Context: an optimization exercise on an open-source flow, tuned for small area. The choices shown serve that exercise and are no tape-out recipe. Function was checked by simulation only, so behaviour that the tests miss may differ from the original. The clock cells of runs 4 to 7 come from the design's own scripts or RTL, not from TritonCTS. No driver is modelled on the clock port, so clock power and skew are understated where the tree is cut down; a real chip needs a root buffer or a tree. No activity file was given, so power comes from the tool's default toggle rates.

## flow/flow/run.sh

```bash
#!/bin/bash
# The standard layout (standard.sh) with these changes:
#  - synthesis maps the logic with an area-oriented ABC script (synth_area.tcl),
#  - the port buffers are the smallest buffer cell (buf_1),
#  - the clock tree uses clkbuf_8 and no dummy loads; after CTS, clock
#    buffers driving at most CLK_SMALL_FANOUT pins become clkbuf_4.
set -euo pipefail
here=$(pwd)
export AREA_ABC_SCRIPT="$here/flow/area.abc"
export BUFFER_PORTS_ARGS="-buffer_cell sky130_fd_sc_hd__buf_1"
export CTS_ARGS="-sink_clustering_enable -repair_clock_nets -dont_use_dummy_load -buf_list sky130_fd_sc_hd__clkbuf_8"
export POST_CTS_TCL="$here/flow/clk_resize.tcl"
export CLK_SMALL_FANOUT=10
sed "s#SYNTH_SCRIPT=[^ ]*#SYNTH_SCRIPT=$here/flow/synth_area.tcl#" standard.sh > standard_area.sh
grep -q "SYNTH_SCRIPT=$here/flow/synth_area.tcl" standard_area.sh
bash standard_area.sh > standard.log 2>&1
```

## flow/flow/area.abc

```
&get -n
&st
&dch
&nf -R 1000 -p
&put
&get -n
&st
&dch
&nf -R 1000 -p
&put
&get -n
&st
&dch
&nf -R 1000 -p
&put
&get -n
&st
&dch
&nf -R 1000 -p
&put
&get -n
&st
&dch
&nf -R 1000 -p
&put
&get -n
&st
&dch
&nf -R 1000 -p
&put
&get -n
&st
&dch
&nf -R 1000 -p
&put
&get -n
&st
&dch
&nf -R 1000 -p
&put
topo
```

## flow/constraint.sdc

```tcl
create_clock -name core_clock -period 5.0 [get_ports {clk}]
set_input_delay 1.0000 -clock core_clock [delete_from_list [all_inputs] [get_ports {clk}]]
set_output_delay 1.0000 -clock core_clock [all_outputs]
set_load 0.01 [all_outputs]
```

## flow/config.mk

```make
export PLATFORM = sky130hd
export DESIGN_NAME = dx_spi_core
export DESIGN_NICKNAME = dx_spi_core
export VERILOG_FILES = /design/flow/design.v
export SDC_FILE = /design/flow/constraint.sdc
export NUM_CORES = 4
export LEC_CHECK = 0
export CAP_MARGIN = 0
export CORE_MARGIN = 2
export CORE_UTILIZATION = 40
export SLEW_MARGIN = 0
```

## flow/flow/clk_resize.tcl

```tcl
# POST_CTS hook: the clock tree is built with clkbuf_8; buffers that drive
# few pins (all but the root) are then swapped to clkbuf_4 (same footprint origin, narrower, so
# the placement stays legal).
set small_fanout $::env(CLK_SMALL_FANOUT)
set block [ord::get_db_block]
foreach inst [$block getInsts] {
  if { [[$inst getMaster] getName] ne "sky130_fd_sc_hd__clkbuf_8" } { continue }
  set fo 0
  set root 0
  foreach it [$inst getITerms] {
    if { [$it getNet] eq "NULL" } { continue }
    if { [$it isOutputSignal] } {
      set fo [expr {[llength [[$it getNet] getITerms]] - 1}]
    } elseif { [$it isInputSignal] && [llength [[$it getNet] getBTerms]] > 0 } {
      # driven straight from the clock port: the root buffer, left as it is
      set root 1
    }
  }
  if { $root } { continue }
  if { $fo <= $small_fanout } {
    puts "clk_resize: [$inst getName] fanout $fo -> clkbuf_4"
    replace_cell [$inst getName] sky130_fd_sc_hd__clkbuf_4
  }
}
```

## flow/standard.sh

```bash
#!/bin/bash
# synth_recipe.tcl (not shown) runs the flow's synth.tcl, then flattens the netlist and writes it again
# the make line also repeats each setting of config.mk as NAME=value (left out here)
make -C /OpenROAD-flow-scripts/flow DESIGN_CONFIG=/design/flow/config.mk WORK_HOME=/design/flow/orfs CLKGATE_MAP_FILE= SYNTH_SCRIPT=/design/flow/synth_recipe.tcl "${@:-finish}"
```

## flow/design.v

```verilog
`timescale 1ns / 100ps
module dx_spi_core
#(
	parameter DATA_WIDTH = 32,
	parameter DATA_COUNT_WIDTH = 8,
	parameter SCLK_COUNT_WIDTH = 16
)
(
	input wire clk,
	input wire rst,
	input wire [DATA_COUNT_WIDTH-1:0] spi_width_i,
	input wire cpol_i,
	input wire cpha_i,
	input wire [SCLK_COUNT_WIDTH-1:0] sclk_div_i,
	input wire mosi_stb,
	input wire [DATA_WIDTH-1:0] mosi_data_i,
	output wire miso_stb,
	output wire [DATA_WIDTH-1:0] miso_data_o,
	output wire ready_o,
	output reg [2:0] state_o,
	output wire [DATA_COUNT_WIDTH-1:0] data_count_o,
	output wire wr_edge,
	output wire rd_edge,
	output reg sclk,
	output reg mosi,
	input wire miso,
	output wire csn
);
localparam ST_IDLE   = 3'd0;
localparam ST_CONFIG = 3'd1;
localparam ST_PRE    = 3'd2;
localparam ST_EDGE_A = 3'd3;
localparam ST_EDGE_B = 3'd4;
localparam ST_POST   = 3'd5;
reg [2:0] state;
reg [4:0] spi_width;      
reg cpol;
reg cpha;
reg [15:0] sclk_div;
reg [15:0] sclk_count;
reg [5:0] data_count;
reg [31:0] sr;
wire st_idle = (state == ST_IDLE);
wire st_cfg  = (state == ST_CONFIG);
wire st_pre  = (state == ST_PRE);
wire st_a    = (state == ST_EDGE_A);
wire st_b    = (state == ST_EDGE_B);
wire st_post = (state == ST_POST);
wire accept  = st_idle & mosi_stb;
reg cnt_begin;            
wire cnt_done  = (sclk_count == sclk_div);
wire wr_ev = cnt_begin & (cpha ? st_a : (st_pre | st_b));
wire rd_ev = cnt_begin & (cpha ? (st_b | st_post) : st_a);
wire end_ev = cnt_begin & st_post & ~cpha;
wire ld_ok = accept & ~rst;
wire [1:0] w_hi = spi_width_i[4:3];
wire [2:0] w_lo = spi_width_i[2:0];
wire w_32 = (spi_width_i[4:0] == 5'd0);
wire [3:0] hi_gt, hi_eq;     
wire [7:0] lo_ge;            
genvar gi;
generate
	for (gi = 0; gi < 4; gi = gi + 1) begin : g_hi
		assign hi_gt[gi] = ld_ok & (w_32 | (w_hi > gi));
		assign hi_eq[gi] = ld_ok & ~w_32 & (w_hi == gi);
	end
	for (gi = 0; gi < 8; gi = gi + 1) begin : g_lo
		assign lo_ge[gi] = (w_lo >= gi);
	end
endgenerate
wire [31:0] sr_keep;
generate
	for (gi = 0; gi < 32; gi = gi + 1) begin : g_keep
		if (gi == 31)
			assign sr_keep[gi] = ld_ok;
		else if (gi == 0)
			assign sr_keep[gi] = ld_ok & w_32;
		else
			assign sr_keep[gi] = hi_gt[(32 - gi) / 8] | (hi_eq[(32 - gi) / 8] & lo_ge[(32 - gi) % 8]);
	end
endgenerate
always @(posedge clk) begin
	if (st_idle | cnt_done)
		sclk_count <= 16'd0;
	else
		sclk_count <= sclk_count + 1'b1;
	cnt_begin <= st_idle | cnt_done;
end
always @(posedge clk) begin
	if (rst) begin
		state <= ST_IDLE;
	end else begin
		case (state)
		ST_IDLE:   if (mosi_stb) state <= ST_CONFIG;
		ST_CONFIG: if (cnt_done) state <= ST_PRE;
		ST_PRE:    if (cnt_done) state <= ST_EDGE_A;
		ST_EDGE_A: if (cnt_done) state <= (data_count[4:0] == spi_width) ? ST_POST : ST_EDGE_B;
		ST_EDGE_B: if (cnt_done) state <= ST_EDGE_A;
		ST_POST:   if (cnt_done) state <= ST_IDLE;
		default:   state <= ST_IDLE;
		endcase
	end
end
always @(posedge clk) begin
	if (rst)
		cpol <= 1'b0;
	else if (accept)
		cpol <= cpol_i;
end
always @(posedge clk) begin
	if (accept) begin
		spi_width <= spi_width_i[4:0];
		cpha      <= cpha_i;
		sclk_div  <= sclk_div_i;
	end
end
wire sr_load  = rst | accept;
wire sr_shift = ~sr_load & rd_ev;
wire sr_hold  = ~sr_load & ~rd_ev;
always @(posedge clk) begin
	sr <= (mosi_data_i & sr_keep)
	    | ({sr[30:0], miso} & {32{sr_shift}})
	    | (sr & {32{sr_hold}});
end
always @(posedge clk) begin
	sclk <= cpol ^ st_a;
end
always @(posedge clk) begin
	if (st_idle | end_ev)
		mosi <= 1'b0;
	else if (wr_ev)
		mosi <= sr[31];
end
always @(posedge clk) begin
	if (st_idle | end_ev)
		data_count <= 6'd0;
	else if (wr_ev)
		data_count <= data_count + 1'b1;
end
wire st_bp = st_b | st_post;
wire first_a = (state_o == ST_PRE);    
assign wr_edge = cpha ? ((st_a & ~cnt_begin) | (st_bp & cnt_begin))
                      : (((st_pre | st_b) & ~cnt_begin) | (st_a & cnt_begin));
assign rd_edge = cpha ? ((st_a & cnt_begin & ~first_a) | (st_bp & ~cnt_begin) | miso_stb)
                      : ((st_a & ~cnt_begin) | (st_bp & cnt_begin));
always @(posedge clk) begin
	state_o <= state;
end
assign miso_stb = st_idle & (state_o == ST_POST);
assign ready_o = st_idle & ~miso_stb;
assign csn = ready_o | st_cfg | (st_pre & cnt_begin);
assign miso_data_o = sr;
assign data_count_o = {2'b00, data_count};
endmodule
```

## flow/flow/synth_area.tcl

```tcl
# The standard synthesis (synth_recipe.tcl), with the final technology
# mapping done by an area-oriented ABC script (flow/area.abc) instead of
# ORFS's delay-oriented one. Registers are not touched by ABC.
proc synth {args} { yosys synth -nofsm -noshare {*}$args }
proc abc {args} {
  set i [lsearch -exact $args -script]
  if { $i >= 0 } {
    set args [lreplace $args [expr {$i + 1}] [expr {$i + 1}] $::env(AREA_ABC_SCRIPT)]
  }
  yosys abc {*}$args
}
source $::env(SCRIPTS_DIR)/synth.tcl
# left out here: clear keep_hierarchy, flatten, clean up, hide names made inside functions, write 1_2_yosys.v
```

==> results.cfg, run 1 <==
[outcome]
status = complete, no violations

[critical_path]
critical_path_arrival_ps = 3290
worstPathRequired_ps = 5220
rr_endpoint = sr[5]
crit_path_end_kind = flop
timing.critical_path.fanout_max = 25
r2r_cells = 10
r2r_slack_ps = 2070
path_class = in -> reg
r2r_start = state[2]
start_kind = input port

[run]
drv_cap = 0

[floorplan]
initial_core_util_pct = 40.7
io_pins = 112
fp.dieArea_mm2 = 0.00954
die_x_um = 97.7
core_mm2 = 0.00864
rows = 34
die_y_um = 97.7

[sta]
fin_ws_ps = 1930
drv_slew = 0
period_needed_ps = 3070
worstMarginPinSlew_ps = 882
rsz0062_at_grt = no
finalHoldViolCount = 0
fin_setup_tns_ps = 0
max_slew_margin_pct = 40.7
min_period_over_period_pct = 61.4
fin_skew_ps = 21.7
setup_violations = 0
fmax_mhz = 325

[synthesis]
syn_area_per_cell_um2 = 10.0
syn_inst = 351
synthTopCellsByArea = dfxtp_1 36%, edfxtp_1 19%, xnor2_1 4.7%
async_flop_share_pct = 0
yosysSeqAreaShare_pct = 55.3
synth_ff_type = dfxtp_1
yosysWarnings = 1
yosysTopAreaCell = dfxtp_1
synth.distinct_cells = 37
syn_area_mm2 = 0.00351
synth_edf_count = 22
synth-seq-cells = 86
synth_top_area_share_pct = 36.5

[place]
place_ws_ps = 1600
hpwl_um = 6320
gp_congestion = 0.837
port_buffers = 106

[power]
pwr-share-comb_pct = 26.4
pwr-share-seq_pct = 54.3
irDropWorstVdd_uv = 178
clkPwrFrac_pct = 19.3
internal_power_w = 0.00114
p_leak_nw = 1.47
p_per_area_mw_per_mm2 = 417
switching_share_pct = 34.4
power.net_switching_w = 0.000597

[global_routing]
antenna_found_initial = 0
first_global_vias = 2895
grt_pass1_wl_um = 14000
grtUsageTotal_pct = 18.0
grt_max_degree = 33
grt_overflow_total = 0

[clock_network]
clock_sinks = 86
cts_tree = done
clkLatencyLatePin_ps = 350
clk_pin_slew_ps = 100

[drt]
ant_nets = 0
first_pass_iters = 4
vias = 3126
drc = 0
wire_per_inst_um = 14.9
routed_wl_um = 8610
drt_iter0_drc = 149
via_per_inst = 5.42

[worst_hold_path]
min_path_type = reg -> reg
hp-start = state[2]
hold_depth = 0
hold_path_end = state_o[2]

[layout]
drive_gt1_share_pct = 2.99
post-route-util_pct = 48.2
area_growth_pct = 18.7
antenna_cells = 0
fin_nets = 535
## synth_stat cells, types with 5 or more instances
cell type / instances
and3_1: 9
a221o_1: 10
nor3_1: 20
xor2_1: 6
a21oi_1: 25
a22oi_1: 10
o21ai_0: 17
a222oi_1: 10
clkinv_1: 12
dfxtp_1: 64
nor2_1: 30
edfxtp_1: 22
nand2_1: 43
a31oi_1: 5
nand3_1: 9
xnor2_1: 19
## final cells by class
class	count	area (um2)
well taps	108	135
clock buffers	9	98.8
repair buffers	110	428
multi-input cells	252	1520
fillers	878	4470
flip-flops and latches	86	1940
inverters	12	45.0
## registers in the layout (all words and copies together), names as in the netlist
register and count:
sclk_div 16, sclk_count 16, cpol 1, cpha 1, sr 32, mosi 1
state 3, spi_width 5, data_count 6, state_o 3, sclk 1, cnt_begin 1
## kinds of logic (layout without fill, tap and decap cells)
| group | Yosys count | after routing | share of synthesized area (%) |
|---|---|---|---|
| adder cells (fa/ha/maj) | 2 | 2 | 0.713 |
| AND/OR/NAND/NOR | 127 | 127 | 16.7 |
| multiplexers | 3 | 3 | 0.855 |
| XOR/XNOR | 25 | 25 | 6.24 |
| AO/OA/AOI/OAI | 93 | 93 | 18.4 |
| other | 1 | 2 | 0.107 |
| buffers and inverters | 14 | 131 | 1.71 |
| flip-flops | 86 | 86 | 55.3 |
## layer usage
layer / vias up / GRT usage [%] / routed length, um
met5: - / 0 / 0
met4: 0 / 5.45 / 148
met3: 13 / 5.47 / 568
met2: 91 / 27.6 / 3870
met1: 1466 / 24.5 / 4020
li1: 1556 / - / -
## power groups by stage
stage,Combinational [W],Sequential [W],Clock [W]
2_1_floorplan,0.000280,0.000961,0
3_3_place_gp,0.000455,0.000957,0
3_5_place_dp,0.000461,0.000961,0
5_1_grt,0.000519,0.000960,0.000371
6_report,0.000458,0.000943,0.000335
## layout by cell type, fill, tap and decap left out, types with 6 or more instances in the layout
cell type  count
edfxtp_1      22
dfxtp_1       64
xnor2_1       19
nand2_1       43
a221o_1       10
a22oi_1       10
clkinv_1      12
nor3_1        19
o21ai_0       17
a21oi_1       25
and3_1         9
xor2_1         6
nand3_1        9
buf_1        106
nor2_1        30
a222oi_1      10
## through the flow
| step | power (W) | std cells | hold slack [ps] | cell area (um2) |
|---|---|---|---|---|
| after global placement | 0.00141 | 568 | 435 | 4070 |
| after detailed placement | 0.00142 | 568 | 440 | 4070 |
| after floorplan | 0.00124 | 352 | 403 | 3510 |
| after global routing | 0.00185 | 577 | 456 | 4170 |
| final | 0.00174 | 577 | 446 | 4170 |
## critical path: stages
cell	delay, ps
buf_1	90
and3_1	160
buf_4	240
nor2b_1	180
and3_1	280
a21oi_1	580
nor2_1	300
nand2_1	140
a21oi_1	50
a221o_1	270
## worst max-delay path by stage
stage / from / to / slack (ps) / depth (start not counted)
after global placement: mosi_stb / sr[8] / 1620 / 9
after detailed placement: mosi_stb / sr[8] / 1600 / 9
after global routing: mosi_stb / sr[3] / 1760 / 10
final: mosi_stb / sr[5] / 1930 / 10
after floorplan: mosi_stb / sr[12] / 1360 / 4
==> inputs of run 2 (changes only) <==
--- a/flow/config.mk
+++ b/flow/config.mk
@@ -8,4 +8,4 @@
 export CAP_MARGIN = 0
 export CORE_MARGIN = 2
-export CORE_UTILIZATION = 40
+export CORE_UTILIZATION = 60
 export SLEW_MARGIN = 0
==> results.cfg, run 2 <==
[outcome]
status = complete, no violations

[critical_path]
path_class = in -> reg
start_kind = input port
cp_slowest_cell = a21oi_1
critical_path_arrival_ps = 3280
rr_endpoint = sr[3]
r2r_slack_ps = 2050
timing.critical_path.fanout_max = 25
path_buf_inv = 2
slowest_delay_ps = 570
path_cells = buf_1 -> and3_1 -> buf_4 -> nor2b_1 -> and3_1 -> a21oi_1 -> nor2_1 -> nand2_1 -> a21oi_1 -> a221o_1
crit_path_end_kind = flop
worstPathRequired_ps = 5220
r2r_cells = 10
cpLargestDelayFamily = simple AND/OR/NAND/NOR gates
r2r_start = state[2]

[layout]
fin_nets = 535
reg.largest.list = sr: 32 flops, sclk_count: 16 flops, sclk_div: 16 flops
layout_common_cells = 106 x buf_1, 64 x dfxtp_1, 43 x nand2_1, 30 x nor2_1, 25 x a21oi_1
largest_reg_flops = 32
area_growth_pct = 17.4
register_area_mm2 = 0.00194
drive_gt1_share_pct = 2.99
fillers = 452
antenna_cells = 0
final_common_cell = buf_1
regMostFlops = sr
multi_input_area_mm2 = 0.00152

[sta]
min_period_over_period_pct = 61.3
fmax_mhz = 326
fin_ws_ps = 1940
rsz0062_at_grt = no
setup_violations = 0
fin_skew_ps = 30.3
finalHoldViolCount = 0
max_slew_margin_pct = 38.4
period_needed_ps = 3060
worstMarginPinSlew_ps = 916
drv_slew = 0
fin_setup_tns_ps = 0

[clock_network]
clk_pin_slew_ps = 100
clock_sinks = 86
cts_tree = done
clkLatencyLatePin_ps = 360

[global_routing]
grt_pass1_wl_um = 13200
grt_overflow_total = 0
grtUsageTotal_pct = 26.7
antenna_found_initial = 0
first_global_vias = 2956
grt_max_degree = 33

[floorplan]
die_x_um = 80.5
die_y_um = 80.5
core_mm2 = 0.00557
initial_core_util_pct = 63.0
rows = 27
io_pins = 112
fp.dieArea_mm2 = 0.00648

[synthesis]
synth.most_common_cell = dfxtp_1
synthTopCellsByArea = dfxtp_1 36%, edfxtp_1 19%, xnor2_1 4.7%
async_flop_share_pct = 0
syn_inst = 351
yosysWarnings = 1
synth_ff_type = dfxtp_1
syn_area_per_cell_um2 = 10.0
yosys-top-cells-count = 64 x dfxtp_1, 43 x nand2_1, 30 x nor2_1
yosysTopAreaCell = dfxtp_1
yosysSeqAreaShare_pct = 55.3
synth_edf_count = 22
synth.distinct_cells = 37
synth_top_area_share_pct = 36.5
syn_area_mm2 = 0.00351
synth-seq-cells = 86

[drt]
first_pass_iters = 6
drt_iter0_drc = 234
ant_nets = 0
wire_per_inst_um = 15.3
drc = 0
vias = 3186
via_per_inst = 5.89
routed_wl_um = 8280

[worst_hold_path]
hold_depth = 0
hold_path_end = state_o[0]
hp-start = state[0]
min_path_type = reg -> reg

[power]
power_w = 0.00173
p_leak_nw = 1.47
irDropWorstVdd_uv = 273
p_per_area_mw_per_mm2 = 421

[run]
drv_cap = 0

[place]
port_buffers = 106
gp_congestion = 0.853
hpwl_um = 6110
place_ws_ps = 1630
==> run 2: layer usage <==
metal / GRT usage, % / vias up / share of wire (%) / wire length [um]
li1: - / 1560 / - / -
met1: 31.8 / 1476 / 41 / 3360
met2: 45.9 / 129 / 50 / 4150
met3: 6.18 / 21 / 7.0 / 581
met4: 11.5 / 0 / 2.2 / 180
met5: 0 / - / 0 / 0
==> run 2: layout make-up <==
cell class	count	area share [%]
inverters	12	1.09
multi-input cells	252	36.8
well taps	72	2.19
flip-flops and latches	86	47.1
clock buffers	9	2.40
repair buffers	110	10.4
==> run 2: logic make-up (layout without fill, tap and decap cells) <==
kind of cell	Yosys count	in the layout	synth area share [%]
adders and majority gates	2	2	0.713
and+or+nand+nor	127	127	16.7
buffers and inverters	14	131	1.71
DFF	86	86	55.3
xor gates and xnor gates	25	25	6.24
muxes	3	3	0.855
other	1	2	0.107
AOI/OAI and AO/OA	93	93	18.4
==> run 2: per-stage QoR <==
stage                     utilization (%)  cell area (um2)  std cells  hold slack [ps]
final                                73.9             4120        541              445
after global routing                 73.9             4120        541              462
after detailed placement             72.2             4020        532              431
after global placement               72.2             4020        532              432
after floorplan                         -             3510        352              403
==> run 2: worst max-delay path by stage <==
stage             start  endpoint  slack [ps]  cells after the start
5_1_grt        mosi_stb     sr[3]        1700                     10
2_1_floorplan  mosi_stb    sr[12]        1360                      4
6_report       mosi_stb     sr[3]        1940                     10
3_5_place_dp   mosi_stb     sr[3]        1630                     10
3_3_place_gp   mosi_stb     sr[3]        1600                     10
==> run 2: power by group <==
group | internal (W) | switching [W] | total (W)
Clock | 0.000128 | 0.000204 | 0.000332
Combinational | 0.000167 | 0.000293 | 0.000460
Sequential | 0.000845 | 0.0000970 | 0.000942
Total | 0.00114 | 0.000594 | 0.00173
==> inputs of run 3 (changes only) <==
--- a/flow/flow/run.sh
+++ b/flow/flow/run.sh
@@ -9,5 +9,5 @@
 export AREA_ABC_SCRIPT="$here/flow/area.abc"
 export BUFFER_PORTS_ARGS="-buffer_cell sky130_fd_sc_hd__buf_1"
-export CTS_ARGS="-sink_clustering_enable -repair_clock_nets -dont_use_dummy_load -buf_list sky130_fd_sc_hd__clkbuf_8"
+export CTS_ARGS="-sink_clustering_enable -repair_clock_nets -dont_use_dummy_load -buf_list sky130_fd_sc_hd__clkbuf_8 -sink_clustering_levels 1 -sink_clustering_size 30"
 export POST_CTS_TCL="$here/flow/clk_resize.tcl"
 export CLK_SMALL_FANOUT=10
--- a/flow/config.mk
+++ b/flow/config.mk
@@ -6,6 +6,6 @@
 export NUM_CORES = 4
 export LEC_CHECK = 0
-export CAP_MARGIN = 0
+export CAP_MARGIN = 20
 export CORE_MARGIN = 2
-export CORE_UTILIZATION = 60
-export SLEW_MARGIN = 0
+export CORE_UTILIZATION = 40
+export SLEW_MARGIN = 20
==> results.cfg, run 3 <==
[synthesis]
synth.most_common_cell = dfxtp_1
synth.distinct_cells = 37
yosysSeqAreaShare_pct = 55.3
synthTopCellsByArea = dfxtp_1 36%, edfxtp_1 19%, xnor2_1 4.7%
syn_inst = 351
yosys-top-cells-count = 64 x dfxtp_1, 43 x nand2_1, 30 x nor2_1
syn_area_per_cell_um2 = 10.0
synth_ff_type = dfxtp_1
synth-seq-cells = 86
yosysWarnings = 1
async_flop_share_pct = 0
synth_top_area_share_pct = 36.5
synth_edf_count = 22
syn_area_mm2 = 0.00351
yosysTopAreaCell = dfxtp_1

[power]
power_w = 0.00174
switching_share_pct = 34.4
internal_power_w = 0.00114
p_per_area_mw_per_mm2 = 417
p_leak_nw = 1.47
clkPwrFrac_pct = 19.3
pwr-share-comb_pct = 26.4
irDropWorstVdd_uv = 178
pwr-share-seq_pct = 54.3
power.net_switching_w = 0.000597

[clock_network]
clk_pin_slew_ps = 100
cts_tree = done
clkLatencyLatePin_ps = 350
clock_sinks = 86

[sta]
max_slew_margin_pct = 40.7
fin_ws_ps = 1930
drv_slew = 0
period_needed_ps = 3070
finalHoldViolCount = 0
min_period_over_period_pct = 61.4
rsz0062_at_grt = no
fin_setup_tns_ps = 0
fmax_mhz = 325
worstMarginPinSlew_ps = 882
setup_violations = 0
fin_skew_ps = 21.7

[outcome]
status = complete, no violations

[drt]
drt_iter0_drc = 149
first_pass_iters = 4
vias = 3126
drc = 0
via_per_inst = 5.42
wire_per_inst_um = 14.9
ant_nets = 0
routed_wl_um = 8610

[critical_path]
worstPathRequired_ps = 5220
timing.critical_path.fanout_max = 25
start_kind = input port
path_class = in -> reg
critical_path_arrival_ps = 3290
crit_path_end_kind = flop

[run]
drv_cap = 0

[global_routing]
met3_usage_pct = 5.47
first_global_vias = 2895
top_usage_layer = met2
grt_use_met1_pct = 24.5
grt_max_degree = 33
grt_pass1_wl_um = 14000
grt_overflow_total = 0
grtUsageTotal_pct = 18.0
grtUsageMet2_pct = 27.6
antenna_found_initial = 0

[layout]
layout_common_cells = 106 x buf_1, 64 x dfxtp_1, 43 x nand2_1, 30 x nor2_1, 25 x a21oi_1
antenna_cells = 0
regMostFlops = sr
reg.largest.list = sr: 32 flops, sclk_count: 16 flops, sclk_div: 16 flops
largest_reg_flops = 32
final_common_cell = buf_1
drive_gt1_share_pct = 2.99
fin_nets = 535
area_growth_pct = 18.7

[place]
port_buffers = 106
place_ws_ps = 1600
gp_congestion = 0.837
hpwl_um = 6320

[floorplan]
io_pins = 112
rows = 34
die_x_um = 97.7
core_mm2 = 0.00864
die_y_um = 97.7
fp.dieArea_mm2 = 0.00954
initial_core_util_pct = 40.7

[worst_hold_path]
min_path_type = reg -> reg
run 3: layout make-up:
class	instances	area (um2)
clock buffer	9	98.8
fill	878	4470
inverter	12	45.0
multi-input combinational	252	1520
sequential	86	1940
tap	108	135
timing repair buffer	110	428
run 3: final timing paths:
kind,from,endpoint,slack [ps],cells past startpoint
worst max-delay path,mosi_stb,sr[5],1930,10
worst min-delay path,state[2],state_o[2],450,0
worst max register to register,state[2],sr[5],2070,10
worst min register to register,state[2],state_o[2],450,0
run 3: layer usage:
layer / wire length [um] / up-vias
li1: - / 1556
met3: 568 / 13
met1: 4020 / 1466
met5: 0 / -
met2: 3870 / 91
met4: 148 / 0
run 3: power by group through the flow:
stage	clock [W]	sequential, W	combinational [W]
after global routing	0.000371	0.000960	0.000519
after global placement	0	0.000957	0.000455
after floorplan	0	0.000961	0.000280
final	0.000335	0.000943	0.000458
after detailed placement	0	0.000961	0.000461
run 3: stage by stage:
stage / hold slack (ps) / instance area, um2 / instances / utilization [%]
floorplan: 403 / 3510 / 352 / -
global route: 456 / 4170 / 577 / 48.2
detailed placement: 440 / 4070 / 568 / 47.1
finish: 446 / 4170 / 577 / 48.2
global placement: 435 / 4070 / 568 / 47.1
run 3: logic make-up after synthesis:
kind of cell | share of synthesized area (%)
AND/OR/NAND/NOR | 16.7
buffers and inverters | 1.71
AO/OA/AOI/OAI | 18.4
flip-flops | 55.3
other | 0.107
adder cells (fa/ha/maj) | 0.713
multiplexers | 0.855
XOR/XNOR | 6.24
run 3: worst max-delay path, stage by stage:
cell and delay [ps]:
buf_1 90, and3_1 160, buf_4 240, nor2b_1 180
and3_1 280, a21oi_1 580, nor2_1 300, nand2_1 140
a21oi_1 50, a221o_1 270
==> inputs of run 4 (changes only) <==
==> flow/flow/run.sh (replaced) <==
#!/bin/bash
# The standard layout (standard.sh) with these changes:
#  - synthesis maps the logic with an area-oriented ABC script (synth_area.tcl),
#  - the port buffers are the smallest buffer cell (buf_1),
#  - after CTS, the clock tree is replaced by one level of three clkbuf_16,
#    each driving a band of flip-flops (clk_tree.tcl).
set -euo pipefail
here=$(pwd)
export AREA_ABC_SCRIPT="$here/flow/area.abc"
export BUFFER_PORTS_ARGS="-buffer_cell sky130_fd_sc_hd__buf_1"
export CTS_ARGS="-sink_clustering_enable -repair_clock_nets -dont_use_dummy_load -buf_list sky130_fd_sc_hd__clkbuf_8"
export POST_CTS_TCL="$here/flow/clk_tree.tcl"
export CLK_TREE_K=3
export CLK_TREE_BUF=sky130_fd_sc_hd__clkbuf_16
sed "s#SYNTH_SCRIPT=[^ ]*#SYNTH_SCRIPT=$here/flow/synth_area.tcl#" standard.sh > standard_area.sh
grep -q "SYNTH_SCRIPT=$here/flow/synth_area.tcl" standard_area.sh
bash standard_area.sh > standard.log 2>&1
==> flow/flow/clk_tree.tcl (new file) <==
# POST_CTS hook: replace the clock tree that CTS built by a single level of
# CLK_TREE_K buffers (CLK_TREE_BUF), each driving one band of flip-flops
# (split by y position) and all driven by the clock port; then legalize.
proc rebuild_clock_tree {K buf} {
  set block [ord::get_db_block]
  set clknet [$block findNet clk]
  set sinks {}
  set bufs {}
  set todo [list $clknet]
  while {[llength $todo]} {
    set n [lindex $todo 0]
    set todo [lrange $todo 1 end]
    foreach it [$n getITerms] {
      if {![$it isInputSignal]} { continue }
      set inst [$it getInst]
      set m [[$inst getMaster] getName]
      if {[string match "*clkbuf*" $m] || [string match "*clkinv*" $m]} {
        lappend bufs $inst
        foreach o [$inst getITerms] {
          if {[$o isOutputSignal] && [$o getNet] ne "NULL"} { lappend todo [$o getNet] }
        }
      } else {
        lappend sinks $it
      }
    }
  }
  set nets {}
  foreach b $bufs {
    foreach o [$b getITerms] {
      if {[$o isOutputSignal] && [$o getNet] ne "NULL"} { lappend nets [$o getNet] }
    }
  }
  puts "clk_tree: removing [llength $bufs] clock buffers, [llength $sinks] sinks"
  foreach it $sinks { $it disconnect }
  foreach b $bufs { odb::dbInst_destroy $b }
  foreach n $nets { odb::dbNet_destroy $n }
  set pts {}
  foreach it $sinks {
    set l [[$it getInst] getLocation]
    lappend pts [list [lindex $l 0] [lindex $l 1] $it]
  }
  set pts [lsort -integer -index 1 $pts]
  set n [llength $pts]
  set master [[ord::get_db] findMaster $buf]
  for {set g 0} {$g < $K} {incr g} {
    set grp [lrange $pts [expr {$g * $n / $K}] [expr {($g + 1) * $n / $K - 1}]]
    set sx 0
    set sy 0
    foreach p $grp {
      set sx [expr {$sx + [lindex $p 0]}]
      set sy [expr {$sy + [lindex $p 1]}]
    }
    set cx [expr {$sx / [llength $grp]}]
    set cy [expr {$sy / [llength $grp]}]
    set inst [odb::dbInst_create $block $master "clkbuf_leaf_$g"]
    $inst setLocation $cx $cy
    $inst setPlacementStatus PLACED
    $inst setSourceType TIMING
    set net [odb::dbNet_create $block "clknet_leaf_$g"]
    $net setSigType CLOCK
    foreach it [$inst getITerms] {
      set mt [[$it getMTerm] getName]
      if {$mt eq "A"} { $it connect $clknet }
      if {$mt eq "X"} { $it connect $net }
    }
    foreach p $grp { [lindex $p 2] connect $net }
    puts "clk_tree: clkbuf_leaf_$g drives [llength $grp] sinks"
  }
}
rebuild_clock_tree $::env(CLK_TREE_K) $::env(CLK_TREE_BUF)
detailed_placement
check_placement -verbose
estimate_parasitics -placement
report_clock_skew
removed: flow/flow/clk_resize.tcl
==> results.cfg, run 4 <==
[drt]
wire_per_inst_um = 14.9
vias = 3075
routed_wl_um = 8510
drc = 0
drt_iter0_drc = 189
via_per_inst = 5.39
ant_nets = 0
first_pass_iters = 5

[global_routing]
grt_pass1_wl_um = 13900
met3_usage_pct = 2.95
first_global_vias = 2841
grt_overflow_total = 0
top_usage_layer = met2
antenna_found_initial = 0
grt_use_met1_pct = 24.9
grtUsageTotal_pct = 17.4
grtUsageMet2_pct = 27.5
grt_max_degree = 33

[critical_path]
crit_path_end_kind = flop
crit_top_cell = and3_1
path_class = in -> reg
rr_endpoint = sr[8]
worstPathRequired_ps = 5060
slowest_delay_ps = 580
critical_path_arrival_ps = 3320
r2r_slack_ps = 2040
cp_slowest_cell = a21oi_1
timing.critical_path.fanout_max = 25
start_kind = input port
path_cells = buf_1 -> and3_1 -> buf_4 -> nor2b_1 -> and3_1 -> a21oi_1 -> nor2_1 -> a222oi_1 -> clkinv_1
r2r_start = state[2]
r2r_cells = 9

[sta]
worstMarginPinSlew_ps = 887
fin_setup_tns_ps = 0
max_slew_margin_pct = 40.4
rsz0062_at_grt = no
finalHoldViolCount = 0
fin_skew_ps = 9.73
fmax_mhz = 307
min_period_over_period_pct = 65.0
fin_ws_ps = 1750
setup_violations = 0
period_needed_ps = 3250
drv_slew = 0

[synthesis]
yosysTopAreaCell = dfxtp_1
syn_area_per_cell_um2 = 10.0
synth.distinct_cells = 37
synth_top_area_share_pct = 36.5
synth-seq-cells = 86
syn_area_mm2 = 0.00351
synth_edf_count = 22
synthTopCellsByArea = dfxtp_1 36%, edfxtp_1 19%, xnor2_1 4.7%
yosysSeqAreaShare_pct = 55.3
yosysWarnings = 1
synth.most_common_cell = dfxtp_1
synth_ff_type = dfxtp_1
syn_inst = 351
yosys-top-cells-count = 64 x dfxtp_1, 43 x nand2_1, 30 x nor2_1
async_flop_share_pct = 0

[place]
port_buffers = 106
hpwl_um = 6320
dp.cells = 568
place_ws_ps = 1600
place_area_mm2 = 0.00407
gp_congestion = 0.837

[outcome]
status = complete, no violations

[floorplan]
initial_core_util_pct = 40.7
rows = 34
core_mm2 = 0.00864
io_pins = 112
die_y_um = 97.7
fp.dieArea_mm2 = 0.00954
die_x_um = 97.7

[power]
pwr-share-seq_pct = 56.0
switching_share_pct = 33.4
internal_power_w = 0.00112
clkPwrFrac_pct = 16.8
p_leak_nw = 1.46
power.net_switching_w = 0.000563
p_per_area_mw_per_mm2 = 407
pwr-share-comb_pct = 27.3
irDropWorstVdd_uv = 175

[clock_network]
clock_sinks = 86
clkLatencyLatePin_ps = 170
clk_pin_slew_ps = 110

[layout]
area_growth_pct = 18.0
layout_common_cells = 106 x buf_1, 64 x dfxtp_1, 43 x nand2_1, 30 x nor2_1, 25 x a21oi_1
reg.largest.list = sr: 32 flops, sclk_count: 16 flops, sclk_div: 16 flops
largest_reg_flops = 32
final_cell_area_mm2 = 0.00414
fin_nets = 529
post-route-util_pct = 48.0
fin_cells = 571
drive_gt1_share_pct = 1.73
antenna_cells = 0
final_common_cell = buf_1
regMostFlops = sr

[worst_hold_path]
hold_path_end = state_o[1]
hold_depth = 0
min_path_type = reg -> reg
hp-start = state[1]

[run]
drv_cap = 0
run 4: cell counts after synthesis:
No cell type changed its count.
run 4: per-layer routing:
metal,vias to the layer above,routed length (um)
li1,1538,-
met1,1441,4050
met5,-,0
met4,0,133
met3,10,500
met2,86,3830
run 4: worst max-delay path by stage:
stage                        start      to  slack, ps  depth (start not counted)
after global routing      mosi_stb   sr[8]       1580                          9
after global placement    mosi_stb   sr[8]       1620                          9
final                     mosi_stb   sr[8]       1750                          9
after detailed placement  mosi_stb   sr[8]       1600                          9
after floorplan           mosi_stb  sr[12]       1360                          4
run 4: cell families (layout without fill, tap and decap cells):
kind of cell    count (synthesis)  in the layout  synth area share [%]
compound gates                 93             93                  18.4
simple gates                  127            127                  16.7
xor+xnor                       25             25                  6.24
buf+inv                        14            125                  1.71
mux                             3              3                 0.855
flops                          86             86                  55.3
fa+ha+maj                       2              2                 0.713
other cells                     1              2                 0.107
run 4: cell type report, clock buffers not listed:
class | count | area, um2
fill | 867 | 4490
timing repair buffer | 110 | 428
tap | 108 | 135
sequential | 86 | 1940
inverter | 12 | 45.0
multi-input combinational | 252 | 1520
run 4: power by group through the flow:
stage | clock network (W) | logic (W) | registers [W]
finish | 0.000283 | 0.000460 | 0.000944
global placement | 0 | 0.000455 | 0.000957
floorplan | 0 | 0.000280 | 0.000961
global route | 0.000317 | 0.000519 | 0.000960
detailed placement | 0 | 0.000461 | 0.000961
run 4: stage by stage:
step | hold WS (ps) | total power [W]
after global routing | 477 | 0.00180
after detailed placement | 440 | 0.00142
after floorplan | 403 | 0.00124
after global placement | 435 | 0.00141
final | 457 | 0.00169
run 4: worst max-delay path, delay by kind of cell:
kind | cells | cell delay [ps]
and+or+nand+nor | 4 | 940
buffers and inverters | 3 | 430
AOI/OAI and AO/OA | 2 | 940
==> inputs of run 5 (changes only) <==
--- a/flow/flow/run.sh
+++ b/flow/flow/run.sh
@@ -5,4 +5,5 @@
 #  - after CTS, the clock tree is replaced by one level of three clkbuf_16,
 #    each driving a band of flip-flops (clk_tree.tcl).
+#  - buf_4 buffers added by placement repair become buf_1 (buf_down.tcl).
 set -euo pipefail
 here=$(pwd)
@@ -11,4 +12,5 @@
 export CTS_ARGS="-sink_clustering_enable -repair_clock_nets -dont_use_dummy_load -buf_list sky130_fd_sc_hd__clkbuf_8"
 export POST_CTS_TCL="$here/flow/clk_tree.tcl"
+export POST_GLOBAL_PLACE_TCL="$here/flow/buf_down.tcl"
 export CLK_TREE_K=3
 export CLK_TREE_BUF=sky130_fd_sc_hd__clkbuf_16
==> flow/flow/buf_down.tcl (new file) <==
# POST_GLOBAL_PLACE hook: buffers that placement's repair inserted as buf_4
# become buf_1; the repair_design of the next step fixes any slew or
# capacitance limit that this would break.
set block [ord::get_db_block]
foreach inst [$block getInsts] {
  if { [[$inst getMaster] getName] eq "sky130_fd_sc_hd__buf_4" } {
    puts "buf_down: [$inst getName] -> buf_1"
    replace_cell [$inst getName] sky130_fd_sc_hd__buf_1
  }
}
==> results.cfg, run 5 <==
[layout]
final_cell_area_mm2 = 0.00413
drive_gt1_share_pct = 1.51
post-route-util_pct = 47.8
regMostFlops = sr
layout_common_cells = 107 x buf_1, 64 x dfxtp_1, 43 x nand2_1, 30 x nor2_1, 25 x a21oi_1
multi_input_area_mm2 = 0.00152
reg.largest.list = sr: 32 flops, sclk_count: 16 flops, sclk_div: 16 flops
register_area_mm2 = 0.00194
antenna_cells = 0
fin_nets = 529
area_growth_pct = 17.7
final_common_cell = buf_1
largest_reg_flops = 32
fillers = 872

[floorplan]
fp.dieArea_mm2 = 0.00954
die_x_um = 97.7
die_y_um = 97.7
initial_core_util_pct = 40.7
core_mm2 = 0.00864
rows = 34
io_pins = 112

[drt]
drt_iter0_drc = 204
via_per_inst = 5.47
first_pass_iters = 5
vias = 3121
drc = 0
wire_per_inst_um = 14.9
routed_wl_um = 8520
ant_nets = 0

[synthesis]
async_flop_share_pct = 0
syn_inst = 351
synth_top_area_share_pct = 36.5
yosysWarnings = 1
yosysTopAreaCell = dfxtp_1
synth.distinct_cells = 37
yosysSeqAreaShare_pct = 55.3
synth.most_common_cell = dfxtp_1
synthTopCellsByArea = dfxtp_1 36%, edfxtp_1 19%, xnor2_1 4.7%
syn_area_mm2 = 0.00351
synth_ff_type = dfxtp_1
synth-seq-cells = 86
syn_area_per_cell_um2 = 10.0
synth_edf_count = 22
yosys-top-cells-count = 64 x dfxtp_1, 43 x nand2_1, 30 x nor2_1

[clock_network]
clkLatencyLatePin_ps = 170
clock_sinks = 86
clk_pin_slew_ps = 110

[worst_hold_path]
min_path_type = reg -> reg

[global_routing]
antenna_found_initial = 0
grtUsageTotal_pct = 17.7
grt_overflow_total = 0
first_global_vias = 2886
grt_max_degree = 33
grt_pass1_wl_um = 14100

[sta]
rsz0062_at_grt = no
fin_ws_ps = 1400
finalHoldViolCount = 0
fin_setup_tns_ps = 0
fin_skew_ps = 9.02
min_period_over_period_pct = 71.9
worstMarginPinSlew_ps = 861
period_needed_ps = 3600
max_slew_margin_pct = 42.1
hold_slack_ps = 454
fmax_mhz = 278
drv_slew = 0
setup_violations = 0

[critical_path]
path_class = in -> reg
start_kind = input port
crit_path_end_kind = flop
slowest_delay_ps = 500
worstPathRequired_ps = 5120
critical_path_arrival_ps = 3720
path_cells = buf_1 -> and3_1 -> buf_2 -> nor2b_1 -> buf_1 -> a21oi_1 -> nor2_1 -> nand2_1 -> a21oi_1 -> a221o_1
cp_slowest_cell = buf_1
timing.critical_path.fanout_max = 25

[place]
port_buffers = 106
place_area_mm2 = 0.00406
hpwl_um = 6330
place_ws_ps = 1260

[power]
clkPwrFrac_pct = 16.8
power.net_switching_w = 0.000562
irDropWorstVdd_uv = 166
pwr-share-seq_pct = 56.2
internal_power_w = 0.00112
p_leak_nw = 1.45
p_per_area_mw_per_mm2 = 407
pwr-share-comb_pct = 27.0
switching_share_pct = 33.4

[run]
drv_cap = 0

[outcome]
status = complete, no violations
-- run 5: cell types whose count changed in the layout (fill, tap and decap cells not counted) --
cell   delta
buf_1     +1
buf_2     +3
buf_4     -4
-- run 5: cell families (layout without fill, tap and decap cells) --
logic type	count (synthesis)	count (layout)	share of synthesized area, %
compound gates	93	93	18.4
mux	3	3	0.855
fa+ha+maj	2	2	0.713
flops	86	86	55.3
buf+inv	14	125	1.71
simple gates	127	127	16.7
other cells	1	2	0.107
xor+xnor	25	25	6.24
-- run 5: final timing paths --
| kind | start | slack [ps] | endpoint | depth (start not counted) |
|---|---|---|---|---|
| max | mosi_stb | 1400 | sr[3] | 10 |
| max reg2reg | state[2] | 1710 | sr[3] | 10 |
| min | state[0] | 450 | state_o[0] | 0 |
| min reg2reg | state[0] | 450 | state_o[0] | 0 |
-- run 5: metrics by stage --
stage	power, W	std cells
floorplan	0.00124	352
global placement	0.00141	568
detailed placement	0.00142	568
global route	0.00179	571
finish	0.00168	571
-- run 5: layer usage --
metal  part of all wire [%]  up-vias  track usage, %  wire (um)
li1                       -     1541               -          -
met1                     46     1464            24.8       3880
met2                     46      110            28.3       3910
met3                    7.6        6            3.67        644
met4                   0.99        0            3.63         84
met5                      0        -               0          0
-- run 5: layout make-up, clock buffers not listed --
cell class	instances	area share, %
flip-flops and latches	86	47.0
multi-input cells	252	36.7
repair buffers	110	10.1
well taps	108	3.27
inverters	12	1.09
-- run 5: power groups by stage --
stage | registers [W] | clock network (W) | logic, W
6_report | 0.000944 | 0.000283 | 0.000453
3_3_place_gp | 0.000957 | 0 | 0.000455
5_1_grt | 0.000961 | 0.000321 | 0.000512
3_5_place_dp | 0.000961 | 0 | 0.000457
2_1_floorplan | 0.000961 | 0 | 0.000280
-- run 5: worst max-delay path, delay by kind of cell --
kind	cells	cell delay, ps
and+or+nand+nor	4	1000
buffers and inverters	3	1080
AOI/OAI and AO/OA	3	630
==> inputs of run 6 (changes only) <==
--- a/flow/flow/run.sh
+++ b/flow/flow/run.sh
@@ -5,5 +5,5 @@
 #  - after CTS, the clock tree is replaced by one level of three clkbuf_16,
 #    each driving a band of flip-flops (clk_tree.tcl).
-#  - buf_4 buffers added by placement repair become buf_1 (buf_down.tcl).
+#  - buf_4 buffers added by placement repair become buf_2 (buf_down.tcl).
 set -euo pipefail
 here=$(pwd)
==> flow/flow/buf_down.tcl (replaced) <==
# POST_GLOBAL_PLACE hook: buffers that placement's repair inserted as buf_4
# become buf_2; the repair_design of the next step fixes any slew or
# capacitance limit that this would break.
set block [ord::get_db_block]
foreach inst [$block getInsts] {
  if { [[$inst getMaster] getName] eq "sky130_fd_sc_hd__buf_4" } {
    puts "buf_down: [$inst getName] -> buf_2"
    replace_cell [$inst getName] sky130_fd_sc_hd__buf_2
  }
}
==> results.cfg, run 6 <==
[floorplan]
die_y_um = 97.7
initial_core_util_pct = 40.7
die_x_um = 97.7
io_pins = 112
fp.dieArea_mm2 = 0.00954
rows = 34
core_mm2 = 0.00864

[layout]
reg.largest.list = sr: 32 flops, sclk_count: 16 flops, sclk_div: 16 flops
antenna_cells = 0
final_common_cell = buf_1
drive_gt1_share_pct = 1.73
layout_common_cells = 106 x buf_1, 64 x dfxtp_1, 43 x nand2_1, 30 x nor2_1, 25 x a21oi_1
largest_reg_flops = 32
fin_nets = 529
fillers = 873
final_cell_area_mm2 = 0.00413
area_growth_pct = 17.7
regMostFlops = sr
register_area_mm2 = 0.00194
post-route-util_pct = 47.9
multi_input_area_mm2 = 0.00152

[synthesis]
synth.most_common_cell = dfxtp_1
yosys-top-cells-count = 64 x dfxtp_1, 43 x nand2_1, 30 x nor2_1
synthTopCellsByArea = dfxtp_1 36%, edfxtp_1 19%, xnor2_1 4.7%
synth_ff_type = dfxtp_1
syn_area_mm2 = 0.00351
yosysWarnings = 1
async_flop_share_pct = 0
syn_area_per_cell_um2 = 10.0
syn_inst = 351
synth-seq-cells = 86
synth_edf_count = 22
yosysTopAreaCell = dfxtp_1
synth_top_area_share_pct = 36.5
yosysSeqAreaShare_pct = 55.3
synth.distinct_cells = 37

[sta]
fmax_mhz = 302
max_slew_margin_pct = 42.1
finalHoldViolCount = 0
hold_slack_ps = 454
fin_skew_ps = 8.92
drv_slew = 0
period_needed_ps = 3310
worstMarginPinSlew_ps = 861
fin_setup_tns_ps = 0
rsz0062_at_grt = no
min_period_over_period_pct = 66.2
setup_violations = 0

[global_routing]
grt_max_degree = 33
grt_overflow_total = 0
first_global_vias = 2886
grtUsageTotal_pct = 17.7
antenna_found_initial = 0
grt_pass1_wl_um = 14100

[run]
drv_cap = 0

[critical_path]
r2r_start = state[2]
path_class = in -> reg
timing.critical_path.fanout_max = 25
crit_path_end_kind = flop
critical_path_arrival_ps = 3370
crit_start = mosi_stb
start_kind = input port
worstPathRequired_ps = 5060

[drt]
ant_nets = 0
drt_iter0_drc = 185
wire_per_inst_um = 14.9
via_per_inst = 5.47
routed_wl_um = 8490
vias = 3126
drc = 0
first_pass_iters = 5

[power]
pwr-share-comb_pct = 26.9
power.net_switching_w = 0.000562
internal_power_w = 0.00112
clkPwrFrac_pct = 16.9
p_leak_nw = 1.46
irDropWorstVdd_uv = 168
switching_share_pct = 33.4
pwr-share-seq_pct = 56.1
power_w = 0.00168
p_per_area_mw_per_mm2 = 407

[place]
port_buffers = 106
place_area_mm2 = 0.00406
hpwl_um = 6330

[clock_network]
clkLatencyLatePin_ps = 170
clock_sinks = 86
clk_pin_slew_ps = 110

[worst_hold_path]
min_path_type = reg -> reg
hp-start = state[0]

[outcome]
status = complete, no violations
## run 6: cell counts after synthesis
No cell type changed its count.
## run 6: cell type report, clock buffers not listed
type | instances | share of cell area (%)
inverters | 12 | 1.09
multi-input cells | 252 | 36.7
flip-flops and latches | 86 | 47.0
well taps | 108 | 3.27
repair buffers | 110 | 10.1
## run 6: path summary, 6_finish.rpt
path                      to  slack, ps  depth (start not counted)
hold reg to reg   state_o[0]        450                          0
setup reg to reg       sr[8]       1980                          9
hold / removal    state_o[0]        450                          0
setup / recovery       sr[8]       1690                          9
## run 6: cells by family (layout without fill, tap and decap cells)
family                   count (synthesis)  count (layout)  synth area share, %
other                                    1               2                0.107
AO/OA/AOI/OAI                           93              93                 18.4
XOR/XNOR                                25              25                 6.24
flip-flops                              86              86                 55.3
multiplexers                             3               3                0.855
AND/OR/NAND/NOR                        127             127                 16.7
adder cells (fa/ha/maj)                  2               2                0.713
buffers and inverters                   14             125                 1.71
## run 6: layer usage
layer	wire length (um)	track usage [%]	part of all wire [%]	vias up
met5	0	0	0	-
met4	89	3.63	1.0	0
met3	640	3.67	7.5	6
met2	3910	28.3	46	109
met1	3850	24.8	45	1471
li1	-	-	-	1540
## run 6: critical path, stage by stage
cell	delay, ps
buf_1	90
and3_1	160
buf_2	300
nor2b_1	230
and3_1	280
a21oi_1	550
nor2_1	290
a222oi_1	360
clkinv_1	100
## run 6: power groups by stage
stage | Combinational, W | Sequential, W | Clock (W)
after floorplan | 0.000280 | 0.000961 | 0
after global placement | 0.000455 | 0.000957 | 0
after detailed placement | 0.000457 | 0.000961 | 0
after global routing | 0.000512 | 0.000961 | 0.000321
final | 0.000453 | 0.000944 | 0.000284
## run 6: stage by stage
stage | std cells | setup WS (ps)
2_1_floorplan | 352 | 1360
3_3_place_gp | 568 | 1620
3_5_place_dp | 568 | 1480
5_1_grt | 571 | 1420
6_report | 571 | 1690
==> inputs of run 7 (changes only) <==
--- a/flow/design.v
+++ b/flow/design.v
@@ -49,5 +49,5 @@
 wire accept  = st_idle & mosi_stb;
 reg cnt_begin;            
-wire cnt_done  = (sclk_count == sclk_div);
+wire cnt_done  = ~cnt_begin & (sclk_count == 16'd1);
 wire wr_ev = cnt_begin & (cpha ? st_a : (st_pre | st_b));
 wire rd_ev = cnt_begin & (cpha ? (st_b | st_post) : st_a);
@@ -81,8 +81,8 @@
 endgenerate
 always @(posedge clk) begin
-	if (st_idle | cnt_done)
-		sclk_count <= 16'd0;
+	if (cnt_begin)
+		sclk_count <= sclk_div;
 	else
-		sclk_count <= sclk_count + 1'b1;
+		sclk_count <= sclk_count - 1'b1;
 	cnt_begin <= st_idle | cnt_done;
 end
==> results.cfg, run 7 <==
[outcome]
status = complete, no violations

[global_routing]
grt_max_degree = 41
grt_pass1_wl_um = 14100
top_usage_layer = met2
grt_use_met1_pct = 25.5
met3_usage_pct = 3.96
grtUsageMet2_pct = 27.4
grtUsageTotal_pct = 17.7
first_global_vias = 2903
grt_overflow_total = 0
antenna_found_initial = 0

[sta]
max_slew_margin_pct = 41.1
rsz0062_at_grt = no
fin_setup_tns_ps = 0
fmax_mhz = 313
worstMarginPinSlew_ps = 876
setup_violations = 0
fin_skew_ps = 10.8
drv_slew = 0
finalHoldViolCount = 0
min_period_over_period_pct = 64.0
period_needed_ps = 3200

[run]
drv_cap = 0

[synthesis]
synth_fa_ha_area_share_pct = 1.08
synth-seq-cells = 86
muxShareOfSynthArea_pct = 0.575
yosysWarnings = 1
synth_edf_count = 22
synth_ff_type = dfxtp_1
synth_top_family_by_area = compound AO/OA/AOI/OAI gates
synthTopCellsByArea = dfxtp_1 37%, edfxtp_1 19%, nand2_1 7.2%
synth-xor-area-share_pct = 4.28
async_flop_share_pct = 0
syn_area_per_cell_um2 = 9.70
synth.distinct_cells = 36
yosysTopAreaCell = dfxtp_1
synth_top_area_share_pct = 36.8
yosysSeqAreaShare_pct = 55.8
syn_area_mm2 = 0.00348
synthSimpleGateAreaFrac_pct = 16.5
yosys-top-cells-count = 67 x nand2_1, 64 x dfxtp_1, 36 x o21ai_0
synth-compound-area-share_pct = 19.8
syn_inst = 359
synth.most_common_cell = nand2_1

[critical_path]
critical_path_arrival_ps = 3260
r2r_start = state[2]
path_class = in -> reg
r2r_slack_ps = 2210
rr_endpoint = sr[8]
timing.critical_path.fanout_max = 11
crit_path_end_kind = flop
worstPathRequired_ps = 5060
r2r_cells = 9
start_kind = input port

[layout]
fin_nets = 537
drive_gt1_share_pct = 1.70
reg.largest.list = sr: 32 flops, sclk_count: 16 flops, sclk_div: 16 flops
largest_reg_flops = 32
layout_common_cells = 106 x buf_1, 67 x nand2_1, 63 x dfxtp_1, 36 x o21ai_0, 23 x nor2_1
regMostFlops = sr
area_growth_pct = 17.8
fin_cells = 578
antenna_cells = 0
final_cell_area_mm2 = 0.00410
final_common_cell = buf_1

[floorplan]
rows = 34
initial_core_util_pct = 40.5
core_mm2 = 0.00859
die_x_um = 97.3
fp.dieArea_mm2 = 0.00947
die_y_um = 97.3
io_pins = 112

[worst_hold_path]
hp-start = state[0]
hold_depth = 0
hold_path_end = state_o[0]
min_path_type = reg -> reg

[clock_network]
clkLatencyLatePin_ps = 170
clock_sinks = 86
clk_pin_slew_ps = 110

[place]
dp.cells = 575
port_buffers = 106
place_area_mm2 = 0.00402
hpwl_um = 6010

[power]
power_w = 0.00183
irDropWorstVdd_uv = 179
p_leak_nw = 1.49
p_per_area_mw_per_mm2 = 446

[drt]
ant_nets = 0
vias = 3065
routed_wl_um = 8250
wire_per_inst_um = 14.3
first_pass_iters = 5
drt_iter0_drc = 193
drc = 0
via_per_inst = 5.30
==> run 7: cell types whose count changed in the layout (fill, tap and decap cells not counted), sizes merged, moves of 3 or more <==
cell,change
nand2,+24
o21ai,+19
xnor2,-11
nor2,-7
nor3,-7
a21oi,-6
and3,-6
nand3,-5
a221o,-3
a32oi,+3
xor2,+3
==> run 7: worst max path at each step <==
stage                         startpoint     end  slack (ps)
final                     spi_width_i[2]   sr[8]        1800
after global routing                 rst  sr[18]        1570
after detailed placement  spi_width_i[2]   sr[8]        1650
after global placement    spi_width_i[2]   sr[8]        1670
after floorplan                 mosi_stb  sr[12]        1140
==> run 7: kinds of logic (layout without fill, tap and decap cells) <==
group	after synthesis	in the layout
xor+xnor	17	17
other cells	1	2
flops	86	86
fa+ha+maj	3	3
simple gates	130	130
compound gates	104	104
buf+inv	16	126
mux	2	2
==> run 7: per-layer routing <==
| layer | vias up | part of all wire [%] |
|---|---|---|
| li1 | 1544 | - |
| met1 | 1421 | 47 |
| met2 | 92 | 45 |
| met3 | 8 | 7.1 |
| met4 | 0 | 1.3 |
| met5 | - | 0 |
==> run 7: cell type report, clock buffers not listed <==
cell class	instances	area, um2
Multi-Input combinational cell	258	1480
Timing Repair Buffer	109	413
Sequential cell	86	1940
Inverter	14	52.6
Fill cell	881	4490
Tap cell	108	135
==> run 7: worst max-delay path, stage by stage <==
cell and delay (ps):
buf_1 390, nor3_1 190, and3_1 270, a21oi_1 610
nor2_1 310, a222oi_1 370, clkinv_1 100
==> run 7: power breakdown <==
part | leakage, nW | switching [W] | total (W) | internal (W)
logic | 0.722 | 0.000303 | 0.000501 | 0.000198
registers | 0.734 | 0.000161 | 0.00104 | 0.000883
clock network | 0.0370 | 0.000174 | 0.000285 | 0.000112
total | 1.49 | 0.000638 | 0.00183 | 0.00119
==> run 7: per-stage QoR <==
step	setup slack (ps)	util (%)	hold slack [ps]
finish	1800	47.7	442
global route	1570	47.7	459
detailed placement	1650	46.8	424
global placement	1670	46.9	419
floorplan	1140	-	391

-- re-timing with driven ports --
How much do the figures lean on ideal ports? The routed layouts below were timed once more, with nothing changed but the port constraints.
Step 1 sets driving cells, clkbuf_16 on the clock port and buf_2 on the other inputs (assumed; they add their load-dependent delay and slew).
Step 2 adds t to the input delays and takes it off the output delays; t is the mean of the earliest and latest rising clock arrival at the registers after step 1. Input paths then give back, and output paths get back, about the clock's delay inside the block.
Slacks: no drivers / after step 1 / after step 2; pairs: no drivers / after step 1.
run	t (ns)	setup slack, ns	worst setup path at the end	slew at the worst register clock pin (ns)	pins driven straight from the clock port
run 1	0.363	1.928 / 1.935 / 1.572	input to register	0.10 / 0.10	1
run 2	0.369	1.936 / 1.942 / 1.573	input to register	0.10 / 0.10	1
run 3	0.363	1.928 / 1.935 / 1.572	input to register	0.10 / 0.10	1
run 4	0.223	1.748 / 1.785 / 1.563	input to register	0.11 / 0.11	3
run 5	0.223	1.404 / 1.436 / 1.214	input to register	0.11 / 0.11	3
run 6	0.223	1.690 / 1.725 / 1.502	input to register	0.11 / 0.11	3
run 7	0.224	1.802 / 1.837 / 1.613	input to register	0.11 / 0.11	3
After both steps every run listed still meets setup and hold. The setup slack of run 2, which loses most, moves by +0.006 ns with the drivers and by -0.363 ns with both steps.
